From an optimization exercise on the open Yosys and OpenROAD flow, aimed at small area and a short achievable clock period; shortcuts taken in it are not production practice.
The RTL was checked by simulation tests, not by an equivalence proof against the original design.
Power is estimated from default activity; no workload was simulated.

==> flow/design.v (excerpt) <==
module fir_15 #
  (
    parameter integer C_S00_AXIS_TDATA_WIDTH  = 32,
    parameter integer C_M00_AXIS_TDATA_WIDTH  = 32
  )
  (
  input wire  s00_axis_aclk, s00_axis_aresetn,
  input wire  s00_axis_tlast, s00_axis_tvalid,
  input wire [C_S00_AXIS_TDATA_WIDTH-1 : 0] s00_axis_tdata,
  input wire [(C_S00_AXIS_TDATA_WIDTH/8)-1: 0] s00_axis_tstrb,
  output logic  s00_axis_tready,
  input wire  m00_axis_tready,
  output logic  m00_axis_tvalid, m00_axis_tlast,
  output logic [C_M00_AXIS_TDATA_WIDTH-1 : 0] m00_axis_tdata,
  output logic [(C_M00_AXIS_TDATA_WIDTH/8)-1: 0] m00_axis_tstrb
  );
  wire en  = m00_axis_tready;
  wire rst = ~s00_axis_aresetn;
  wire [31:0] x = s00_axis_tvalid ? s00_axis_tdata : 32'd0;
  logic [31:0] xr, xrr;
  logic [14:0] v, l;
  logic [14:0][3:0] s;
  assign s00_axis_tready = m00_axis_tready;
  assign m00_axis_tvalid = v[14];
  assign m00_axis_tlast  = l[14];
  assign m00_axis_tstrb  = s[14];
  logic [31:0] xrrr;
  logic [31:0] y1; wire [31:0] y1_d;
  logic [6:0] c1; wire [6:0] c1_d;
  wire f1_s, f1_c;
  fa1 f1 (.a(~xrrr[0]), .b(~xrr[1]), .c(~xrr[0]), .s(f1_s), .co(f1_c));
  wire f2_s, f2_c;
  fa1 f2 (.a(~xrrr[1]), .b(~xrr[2]), .c(~xrr[1]), .s(f2_s), .co(f2_c));
  wire f3_s, f3_c;
  fa1 f3 (.a(~xrrr[2]), .b(~xrr[3]), .c(~xrr[2]), .s(f3_s), .co(f3_c));
  wire f4_s, f4_c;
  fa1 f4 (.a(~xrrr[3]), .b(~xrr[4]), .c(~xrr[3]), .s(f4_s), .co(f4_c));
  wire f5_s, f5_c;
  fa1 f5 (.a(~xrrr[4]), .b(~xrr[5]), .c(~xrr[4]), .s(f5_s), .co(f5_c));
  wire f6_s, f6_c;
  fa1 f6 (.a(~xrrr[5]), .b(~xrr[6]), .c(~xrr[5]), .s(f6_s), .co(f6_c));
  wire f7_s, f7_c;
  fa1 f7 (.a(~xrrr[6]), .b(~xrr[7]), .c(~xrr[6]), .s(f7_s), .co(f7_c));
  wire f8_s, f8_c;
  fa1 f8 (.a(~xrrr[7]), .b(~xrr[8]), .c(~xrr[7]), .s(f8_s), .co(f8_c));
  wire f9_s, f9_c;
  fa1 f9 (.a(~xrrr[8]), .b(~xrr[9]), .c(~xrr[8]), .s(f9_s), .co(f9_c));
  wire f10_s, f10_c;
  ...
export LEC_CHECK = 0
export CAP_MARGIN = 20
export CORE_MARGIN = 2
export CORE_UTILIZATION = 65
export CTS_CLUSTER_DIAMETER = 80
export CTS_CLUSTER_SIZE = 32
export SETUP_SLACK_MARGIN = 4.1
export SLEW_MARGIN = 20
export SYNTH_HIERARCHICAL = 1
export SYNTH_MINIMUM_KEEP_SIZE = 0
create_clock -name core_clock -period 7.5 [get_ports {s00_axis_aclk}]
standard.sh (not shown) runs the stock make flow with config.mk's settings and CLKGATE_MAP_FILE= SYNTH_SCRIPT=/design/flow/synth_recipe.tcl, a recipe that flattens the netlist after the stock synthesis.
==> flow/flow/run.sh <==
#!/bin/bash
# The standard layout (the standard.sh, unchanged synthesis and steps), except that
# the port buffers that global placement inserts are plain sky130_fd_sc_hd__buf_4 cells.
# make's full output goes to standard.log here; each ORFS step keeps its own log under orfs/logs/.
set -euo pipefail
export BUFFER_PORTS_ARGS="-buffer_cell sky130_fd_sc_hd__buf_4"
bash standard.sh > standard.log 2>&1
Edit:
SETUP_SLACK_MARGIN = 3.9   (was 4.1)
Effect: The new run went through all stages and came out clean; final cell count came out lower by 0.42%; clock skew stays flat; via count came out lower by 0.40%; power came out lower by 2.7%; area after synthesis does not change; worst hold slack hardly moves; count of clock-buffer cells in the layout does not change; routed wire length came out lower by 1.9%; fmax came out lower by 3.1%.

* * *

Another version of the RTL of fir_15 (not shown whole).
Size in the first run: roughly 80 I/O pins.
Settings: LEC_CHECK=0, CAP_MARGIN=20, CORE_MARGIN=2, CORE_UTILIZATION=50, CTS_BUF_LIST=sky130_fd_sc_hd__clkbuf_8, SETUP_SLACK_MARGIN=3.7, SLEW_MARGIN=20, SYNTH_HIERARCHICAL=1, SYNTH_MINIMUM_KEEP_SIZE=0; clock period 7.5 ns.
Scripts as last shown in full above: flow/flow/run.sh
The starting point went through all stages and came out clean.
Rerun with:
==> flow/run.sh (new file) <==
#!/bin/bash
# synth_recipe.tcl (not shown) runs the flow's synth.tcl, then flattens the netlist and writes it again
# the make line also repeats each setting of config.mk as NAME=value (left out here)
make -C /OpenROAD-flow-scripts/flow DESIGN_CONFIG=/design/flow/config.mk WORK_HOME=/design/flow/orfs CLKGATE_MAP_FILE= SYNTH_SCRIPT=/design/flow/synth_recipe.tcl finish
- CTS_BUF_LIST: sky130_fd_sc_hd__clkbuf_8 -> unset
- SETUP_SLACK_MARGIN: 3.7 -> 4.0
removed: flow/flow/run.sh
removed: flow/standard.sh
=> The new run passed the timing, DRC and antenna checks. Utilization went up by 1.8 points. Global-route usage rose by 0.32 points. Wire length came out higher slightly. Via count increases slightly. Setup slack is better by 0.080 ns. Hold slack is worse by 0.0040 ns. Synthesized cell count does not change. Die area stays the same. Cell area goes up by a few percent.

* * *

fir_15, a different RTL version from the one above (not shown whole).
Size: ~3300 cells after synthesis.
export LEC_CHECK = 0
export CAP_MARGIN = 20
export CORE_MARGIN = 2
export CORE_UTILIZATION = 65
export CTS_CLUSTER_DIAMETER = 80
export CTS_CLUSTER_SIZE = 32
export SETUP_SLACK_MARGIN = 4.0
export SLEW_MARGIN = 20
export SYNTH_HIERARCHICAL = 1
export SYNTH_MINIMUM_KEEP_SIZE = 0
create_clock -name core_clock -period 7.5 [get_ports {s00_axis_aclk}]
==> flow/flow/run.sh <==
#!/bin/bash
# The standard layout (the standard.sh, unchanged synthesis and steps), except that
# the port buffers that global placement inserts are plain sky130_fd_sc_hd__buf_4 cells.
# make's full output goes to standard.log here; each ORFS step keeps its own log under orfs/logs/.
set -euo pipefail
export BUFFER_PORTS_ARGS="-buffer_cell sky130_fd_sc_hd__buf_4"
bash standard.sh > standard.log 2>&1
Next try:
- CORE_UTILIZATION: 65 -> 50
- CTS_BUF_LIST: not set -> sky130_fd_sc_hd__clkbuf_8
- CTS_CLUSTER_DIAMETER: 80 -> not set
- CTS_CLUSTER_SIZE: 32 -> not set
Wire length rises by 4.1%.
Count of clock-buffer cells in the layout rises by 112.
Power goes up by 8.4%.
Utilization went down by 16 points.
Critical path depth decreases by 8.
Die area came out higher by 29%.
Global-route usage drops by 5.3 points.
Worst setup slack gets worse by 66 ps.
Area after synthesis does not change.
Clock power rose by 37%.

==> separate check: timing with driven ports <==
Ports are ideal in the flow. The routed layouts listed here were re-timed in OpenROAD.
Step 1: set_driving_cell puts a clkbuf_16 on s00_axis_aclk and a buf_2 on each other input, an assumption about the parent block.
Step 2 moves the port delays by t, midway between the first and last clock arrival at a register: inputs arrive t later, outputs are due t later. That takes back most of the time a late clock gives input paths.
Slacks: ideal ports / drivers / drivers and shift; pairs: ideal ports / drivers.
run | shift t [ns] | setup slack, ns | worst slew at a driven data input, ns
the first run of note 1 | 0.645 | 4.084 / 3.883 / 3.238 | 0.28
the second run of note 1 | 0.643 | 3.976 / 3.911 / 3.338 | 0.08
the first run of note 2 | 0.781 | 3.820 / 3.759 / 3.173 | 0.10
the second run of note 2 | 0.685 | 3.900 / 3.846 / 3.261 | 0.16
the first run of note 3 | 0.659 | 4.015 / 3.787 / 3.128 | 0.32
the second run of note 3 | 0.793 | 3.949 / 3.883 / 3.215 | 0.17
After both steps every run listed still meets setup and hold. The setup slack of the first run of note 3, which loses most, moves by -0.228 ns with the drivers and by -0.887 ns with both steps.
